From an optimization exercise on the open Yosys and OpenROAD flow, aimed at small area; shortcuts taken in it are not production practice. Function was checked by simulation only, so behaviour that the tests miss may differ from the original. No driver is modelled on the clock port, so clock power and skew are understated where the tree is cut down; a real chip needs a root buffer or a tree.

## uart
module uart 
(
    input wire clk_i, rst_i,
    input wire rx_i,
    output wire tx_o,
    output wire[7:0] data_o,
    output wire[1:0] status_o, 
    output wire baudEn_o, empty_o, rx_o
);
==> module uartRX, before the edit <==
module uartRX
(
	input wire clk_i, rst_i,
	input wire dat_i, txFull_i,
	output wire datEn_o,
	output reg[7:0] dat_o,
	output wire[1:0] status_o,
	output wire baudEn_o, empty_o, rx_o
);
localparam [1:0] IDLE = 2'b00, RECV = 2'b10, STOP_RECV = 2'b11, LOAD = 2'b01;
reg[1:0] state, nextState;
reg[3:0] count;
reg bit1, bit2;
reg nonEmpty, keepD;
wire baudTick, baud2;
wire baudEn = state[1];
assign status_o = {state[0], state[1] ^ state[0]};
wire done = ~count[3] & ~count[2] & ~count[0];
wire[3:0] nextCount = {count[2:0], ~(count[3] ^ count[2]) ^ (count[3] & count[0])};
wire keep = nonEmpty & txFull_i;
baudGenerator #(.RX(1)) baudGen (
	.clk_i  (clk_i),
	.rst_i  (rst_i),
	.en_i   (baudEn),
	.tick_o (baudTick),
	.tick2_o(baud2)
);
always @ (*) begin
	case (state)
		IDLE:      nextState = dat_i ? IDLE : RECV;
		RECV:      nextState = (done & dat_i) ? STOP_RECV : RECV;
		STOP_RECV: nextState = done ? STOP_RECV : LOAD;
		default:   nextState = IDLE;
	endcase
end
always @ (posedge clk_i or posedge rst_i) begin
	if (rst_i)
		state <= IDLE;
	else
		state <= nextState;
end
always @ (posedge clk_i) begin
	if (state == IDLE)
		count <= 4'd0;
	else if (baudTick)
		count <= nextCount;
end
wire shift2 = baudEn & baud2 & ~(count[0] & ~count[1] & ~count[3]);
always @ (posedge clk_i) begin
	bit1 <= dat_i;
	bit2 <= bit1;
	keepD <= keep;
end
always @ (posedge clk_i or posedge rst_i) begin
	if (rst_i) begin
		nonEmpty <= 1'b0;
		dat_o <= 8'hFF;
	end
	else begin
		nonEmpty <= (state == LOAD) | keep;
		if (shift2 & ~keepD)
			dat_o <= {bit2, dat_o[7:1]};
	end
end
assign datEn_o = nonEmpty;
assign baudEn_o = baudEn;
assign empty_o = ~nonEmpty;
assign rx_o = dat_i;
endmodule
export LEC_CHECK = 0
export CAP_MARGIN = 20
export CORE_MARGIN = 2
export CORE_UTILIZATION = 40
export SLEW_MARGIN = 20
create_clock -name core_clock -period 10.0 [get_ports {clk_i}]
standard.sh (not shown) runs the stock make flow with config.mk's settings and CLKGATE_MAP_FILE= SYNTH_SCRIPT=/design/flow/synth_recipe.tcl, a recipe that flattens the netlist after the stock synthesis.
==> flow/flow/run.sh <==
#!/bin/bash
# Standard synthesis, then the standard layout (standard.sh) with two
# changes that only affect buffers, not the design's logic or registers:
#  - port buffers use sky130_fd_sc_hd__buf_1 (instead of the resizer's pick);
#  - the clock tree is built by hand (flow/mycts.tcl, run by ORFS's cts.tcl
#    before clock_tree_synthesis, which it then skips): the clock port drives
#    4 sky130_fd_sc_hd__clkbuf_16, each driving one cluster of flip-flops.
# Each step's output goes to its own log here; ORFS's per-step logs are under
# orfs/logs/.
set -uo pipefail
here=$(pwd)
bash standard.sh synth > synth.log 2>&1 || exit 1
bash standard.sh \
  'BUFFER_PORTS_ARGS=-buffer_cell sky130_fd_sc_hd__buf_1' \
  PRE_CTS_TCL=$here/flow/mycts.tcl CLK_LEAVES=4 CLK_LEAF_CELL=sky130_fd_sc_hd__clkbuf_16 \
  finish > layout.log 2>&1
Other scripts of this flow, unchanged in this note and not shown: flow/flow/mycts.tcl
Edit:
--- a/flow/design.v
+++ b/flow/design.v
@@ -161,14 +161,15 @@
 	output wire baudEn_o, empty_o, rx_o
 );
 localparam [1:0] IDLE = 2'b00, RECV = 2'b10, STOP_RECV = 2'b11, LOAD = 2'b01;
 reg[1:0] state, nextState;
+reg stat0;
 reg[3:0] count;
 reg bit1, bit2;
 reg nonEmpty, keepD;
 wire baudTick, baud2;
 wire baudEn = state[1];
-assign status_o = {state[0], state[1] ^ state[0]};
+assign status_o = {state[0], stat0};
 wire done = ~count[3] & ~count[2] & ~count[0];
 wire[3:0] nextCount = {count[2:0], ~(count[3] ^ count[2]) ^ (count[3] & count[0])};
 wire keep = nonEmpty & txFull_i;
 baudGenerator #(.RX(1)) baudGen (
@@ -186,12 +187,16 @@
 		default:   nextState = IDLE;
 	endcase
 end
 always @ (posedge clk_i or posedge rst_i) begin
-	if (rst_i)
+	if (rst_i) begin
 		state <= IDLE;
-	else
+		stat0 <= 1'b0;
+	end
+	else begin
 		state <= nextState;
+		stat0 <= (nextState == RECV) | (nextState == LOAD);
+	end
 end
 always @ (posedge clk_i) begin
 	if (state == IDLE)
 		count <= 4'd0;
What happened: The changed run produced a clean layout; core utilization hardly moves; setup slack gets worse by 0.041 ns; wire length went down by 4.3%; register-to-register slack hardly moves; via count went down by 2.4%; design area went down by 0.69%; sequential share of layout area went up by 1.1 points; fmax went down by 0.94%; cell count went down by 1.3%; clock skew went up by 0.0086 ns.
No run of this note takes its clock network from TritonCTS; it comes from the design's own scripts or RTL.

v34:
The RTL this note starts from:
==> flow/design.v <==
`timescale 1ns / 1ps
module baudGenerator
#(
	parameter RX = 0
 )
(
	input wire clk_i, rst_i,
	input wire en_i,
	output wire tick_o,
	output wire tick2_o
);
localparam [9:0] W = 10'b0001011100;
localparam [9:0] E = 10'b0001011011;
reg[9:0] s;
wire hit = (s[8:0] == W[8:0]);
assign tick2_o = ({s[9:2], s[0]} == 9'b01011100_0);
wire[9:0] nxt = {s[8:0], s[9] ^ s[6] ^ hit};
generate
	if (RX) begin : g_rx
		always @ (posedge clk_i) begin
			if (en_i)
				s <= nxt;
			else
				s <= E;
		end
		assign tick_o = en_i & hit;
	end
	else begin : g_tx
		always @ (posedge clk_i or posedge rst_i) begin
			if (rst_i)
				s <= W;
			else
				s <= nxt;
		end
		assign tick_o = hit;
	end
endgenerate
endmodule
`timescale 1ns / 1ps
module fifo
(
	input wire clk_i, rst_i,
	input wire wr_i, rd_i,
	input wire[7:0] data_i,
	output reg full_o,
	output wire empty_o,
	output wire capture_o,
	output wire[7:0] cap_data_o
);
reg[2:0] d, q;
reg pending;
reg[7:0] ring[0:7];
assign empty_o = (d == 3'd0) & ~full_o;
wire wrOk = wr_i & ~full_o;
wire rdOk = rd_i & ~empty_o;
integer i;
always @ (posedge clk_i) begin
	ring[0] <= ring[7];
	ring[1] <= (q == 3'd0) ? data_i : ring[0];
	for (i = 2; i < 8; i = i + 1)
		ring[i] <= ring[i-1];
end
assign capture_o = pending & (q == ~d);
assign cap_data_o = ring[0];
always @ (posedge clk_i, posedge rst_i) begin
	if (rst_i) begin
		d <= 0;
		q <= 0;
		full_o <= 0;
	end
	else begin
		d <= d + {2'b00, wrOk} - {2'b00, rdOk};
		q <= q + {2'b00, ~wrOk};
		if (wr_i & ~rd_i)
			full_o <= full_o | (d == 3'd6);
		else if (~wr_i & rd_i & ~empty_o)
			full_o <= 1'b0;
	end
end
always @ (posedge clk_i) begin
	if (rd_i)
		pending <= 1'b1;
	else if (capture_o)
		pending <= 1'b0;
end
endmodule
`timescale 1ns / 1ps
module uartTX
(
	input wire clk_i, rst_i,
	input wire wr_i,
	input wire[7:0] data_i,
	output wire txDat_o, rdy_o
);
localparam [1:0] IDLE = 2'b00, SETUP_HOLD = 2'b01, START_SEND = 2'b11, DATA_SEND = 2'b10;
reg[1:0] state, nextState;
reg[9:0] sh;
wire baudTick;
wire full, empty;
wire capture;
wire[7:0] capData;
baudGenerator #(.RX(0)) baudGen (
	.clk_i  (clk_i),
	.rst_i  (rst_i),
	.en_i   (1'b1),
	.tick_o (baudTick),
	.tick2_o()
);
fifo FifoBuffer (
	.clk_i  (clk_i),
	.rst_i  (rst_i),
	.wr_i   (wr_i),
	.rd_i   (state == SETUP_HOLD),
	.data_i (data_i),
	.full_o (full),
	.empty_o(empty),
	.capture_o (capture),
	.cap_data_o(capData)
);
wire done = (sh == 10'd0);
wire sending = (state == DATA_SEND);
wire load = ((state == IDLE) | (sending & done)) & ~empty;
always @ (*) begin
	case (state)
		IDLE:       nextState = empty ? IDLE : SETUP_HOLD;
		SETUP_HOLD: nextState = START_SEND;
		START_SEND: nextState = baudTick ? DATA_SEND : START_SEND;
		default:    nextState = load ? SETUP_HOLD : DATA_SEND;
	endcase
end
always @ (posedge clk_i or posedge rst_i) begin
	if (rst_i)
		state <= IDLE;
	else
		state <= nextState;
end
always @ (posedge clk_i) begin
	if (load) begin
		sh[9] <= 1'b1;
		sh[0] <= 1'b0;
	end
	else if (sending & baudTick) begin
		sh[9] <= 1'b0;
		sh[0] <= sh[1];
	end
	if (capture)
		sh[8:1] <= capData;
	else if (sending & baudTick)
		sh[8:1] <= sh[9:2];
end
assign txDat_o = ~sending | done | sh[0];
assign rdy_o = ~full;
endmodule
`timescale 1ns / 1ps
module uartRX
(
	input wire clk_i, rst_i,
	input wire dat_i, txFull_i,
	output wire datEn_o,
	output reg[7:0] dat_o,
	output wire[1:0] status_o,
	output wire baudEn_o, empty_o, rx_o
);
localparam [1:0] IDLE = 2'b00, RECV = 2'b10, STOP_RECV = 2'b11, LOAD = 2'b01;
reg[1:0] state, nextState;
reg stat0;
reg[3:0] count;
reg bitT;
reg empty;
wire baudTick, baud2;
wire baudEn = state[1];
assign status_o = {state[0], stat0};
wire done = ~count[3] & ~count[2] & ~count[0];
wire[3:0] nextCount = {count[2:0], ~(count[3] ^ count[2]) ^ (count[3] & count[0])};
wire keep = ~empty & txFull_i;
baudGenerator #(.RX(1)) baudGen (
	.clk_i  (clk_i),
	.rst_i  (rst_i),
	.en_i   (baudEn),
	.tick_o (baudTick),
	.tick2_o(baud2)
);
always @ (*) begin
	case (state)
		IDLE:      nextState = dat_i ? IDLE : RECV;
		RECV:      nextState = (done & dat_i) ? STOP_RECV : RECV;
		STOP_RECV: nextState = done ? STOP_RECV : LOAD;
		default:   nextState = IDLE;
	endcase
end
always @ (posedge clk_i or posedge rst_i) begin
	if (rst_i) begin
		state <= IDLE;
		stat0 <= 1'b0;
	end
	else begin
		state <= nextState;
		stat0 <= (nextState == RECV) | (nextState == LOAD);
	end
end
always @ (posedge clk_i) begin
	if (state == IDLE)
		count <= 4'd0;
	else if (baudTick)
		count <= nextCount;
end
wire shift2 = baudEn & baud2 & ~(count[0] & ~count[1] & ~count[3]);
always @ (posedge clk_i) begin
	if (baudTick)
		bitT <= dat_i;
end
always @ (posedge clk_i or posedge rst_i) begin
	if (rst_i) begin
		empty <= 1'b1;
		dat_o <= 8'hFF;
	end
	else begin
		empty <= (state != LOAD) & ~keep;
		if (shift2 & ~keep)
			dat_o <= {bitT, dat_o[7:1]};
	end
end
assign datEn_o = ~empty;
assign baudEn_o = baudEn;
assign empty_o = empty;
assign rx_o = dat_i;
endmodule
`timescale 1ns / 1ps
module uart 
(
    input wire clk_i, rst_i,
    input wire rx_i,
    output wire tx_o,
    output wire[7:0] data_o,
    output wire[1:0] status_o, 
    output wire baudEn_o, empty_o, rx_o
);
wire rxRdy, txRdy;
uartTX tx (
    .clk_i  (clk_i),
    .rst_i  (rst_i),
    .wr_i   (rxRdy),
    .data_i (data_o),
    .txDat_o(tx_o),
    .rdy_o  (txRdy)
);
uartRX rx (
    .clk_i    (clk_i),
    .rst_i    (rst_i),
    .dat_i    (rx_i),
    .txFull_i (~txRdy),
    .datEn_o  (rxRdy),
    .dat_o    (data_o),
    .status_o (status_o),
    .baudEn_o (baudEn_o),
    .empty_o  (empty_o),
    .rx_o     (rx_o)
);
endmodule
Settings: LEC_CHECK=0, CAP_MARGIN=20, CORE_MARGIN=2, CORE_UTILIZATION=40, SLEW_MARGIN=20; clock period 10.0 ns.
==> flow/flow/run.sh <==
#!/bin/bash
# Standard synthesis, then the standard layout (standard.sh) with two
# changes that only affect buffers, not the design's logic or registers:
#  - port buffers use sky130_fd_sc_hd__buf_1 (instead of the resizer's pick);
#  - the clock tree is built by hand (flow/mycts.tcl, run by ORFS's cts.tcl
#    before clock_tree_synthesis, which it then skips): the clock port drives
#    4 sky130_fd_sc_hd__buf_12, each driving one cluster of about a quarter
#    of the flip-flops.
# Each step's output goes to its own log here; ORFS's per-step logs are under
# orfs/logs/.
set -uo pipefail
here=$(pwd)
bash standard.sh synth > synth.log 2>&1 || exit 1
bash standard.sh \
  'BUFFER_PORTS_ARGS=-buffer_cell sky130_fd_sc_hd__buf_1' \
  PRE_CTS_TCL=$here/flow/mycts.tcl CLK_LEAVES=4 CLK_LEAF_CELL=sky130_fd_sc_hd__buf_12 \
  finish > layout.log 2>&1
Other scripts of this flow, unchanged in this note and not shown: flow/flow/mycts.tcl
Every stage of the flow completed for v34, and the final layout passed the timing, DRC and antenna checks.
Relative to v34, the following input files were edited for v14:
--- a/flow/design.v
+++ b/flow/design.v
@@ -68,4 +68,5 @@
 		q <= 0;
 		full_o <= 0;
+		pending <= 0;
 	end
 	else begin
@@ -76,11 +77,9 @@
 		else if (~wr_i & rd_i & ~empty_o)
 			full_o <= 1'b0;
-	end
-end
-always @ (posedge clk_i) begin
-	if (rd_i)
-		pending <= 1'b1;
-	else if (capture_o)
-		pending <= 1'b0;
+		if (rd_i)
+			pending <= 1'b1;
+		else if (capture_o)
+			pending <= 1'b0;
+	end
 end
 endmodule
@@ -166,6 +165,6 @@
 reg stat0;
 reg[3:0] count;
-reg bitT;
-reg empty;
+reg bit1, bit2;
+reg nonEmpty, keepD;
 wire baudTick, baud2;
 wire baudEn = state[1];
@@ -173,5 +172,5 @@
 wire done = ~count[3] & ~count[2] & ~count[0];
 wire[3:0] nextCount = {count[2:0], ~(count[3] ^ count[2]) ^ (count[3] & count[0])};
-wire keep = ~empty & txFull_i;
+wire keep = nonEmpty & txFull_i;
 baudGenerator #(.RX(1)) baudGen (
 	.clk_i  (clk_i),
@@ -207,21 +206,22 @@
 wire shift2 = baudEn & baud2 & ~(count[0] & ~count[1] & ~count[3]);
 always @ (posedge clk_i) begin
-	if (baudTick)
-		bitT <= dat_i;
+	bit1 <= dat_i;
+	bit2 <= bit1;
+	keepD <= keep;
 end
 always @ (posedge clk_i or posedge rst_i) begin
 	if (rst_i) begin
-		empty <= 1'b1;
+		nonEmpty <= 1'b0;
 		dat_o <= 8'hFF;
 	end
 	else begin
-		empty <= (state != LOAD) & ~keep;
-		if (shift2 & ~keep)
-			dat_o <= {bitT, dat_o[7:1]};
-	end
-end
-assign datEn_o = ~empty;
+		nonEmpty <= (state == LOAD) | keep;
+		if (shift2 & ~keepD)
+			dat_o <= {bit2, dat_o[7:1]};
+	end
+end
+assign datEn_o = nonEmpty;
 assign baudEn_o = baudEn;
-assign empty_o = empty;
+assign empty_o = ~nonEmpty;
 assign rx_o = dat_i;
 endmodule
Results
Wire length on met1: v14 > v34. Compared with v34, v14 instantiates a larger number of cells. v34 → v14: fraction of synthesis flops using an asynchronous set or reset pin saw an increase, met1 capacity usage during global routing saw an increase, worst setup slack saw a decrease. Summary of v14 over v34: number of vias in the routed layout now larger; wire length on met3 now smaller.
In every run of this note, the design's own scripts or RTL, not TritonCTS, make the clock network.

separate check: timing with driven ports:
The results above use ideal ports. As a check the final layouts listed here were re-extracted and re-timed, cells and wires unchanged. Step 1, drivers: a clkbuf_16 drives clk_i and a buf_2 each remaining input, both assumed. Step 2 also shifts input and output timing later by t, the mid clock arrival at the registers, as if the neighbouring blocks saw the same clock. Slacks: ideal / step 1 / step 2; pairs: ideal / step 1.
run	t (ns)	setup WS [ns]	worst hold slack (ns)	worst setup path at the end	latest minus earliest clock arrival (ns)
the first run of note 1	0.234	5.659 / 5.631 / 5.631	0.338 / 0.338 / 0.338	input to output	0.029 / 0.029
the second run of note 1	0.237	5.618 / 5.594 / 5.594	0.320 / 0.320 / 0.320	input to output	0.039 / 0.039
v34	0.220	5.635 / 5.586 / 5.586	0.329 / 0.329 / 0.329	input to output	0.013 / 0.013
v14	0.222	5.632 / 5.608 / 5.608	0.324 / 0.323 / 0.323	input to output	0.016 / 0.016
After both steps setup and hold are still met in every run listed. The setup slack of v34, which loses most, moves by -0.049 ns with the drivers and by -0.049 ns with both steps.
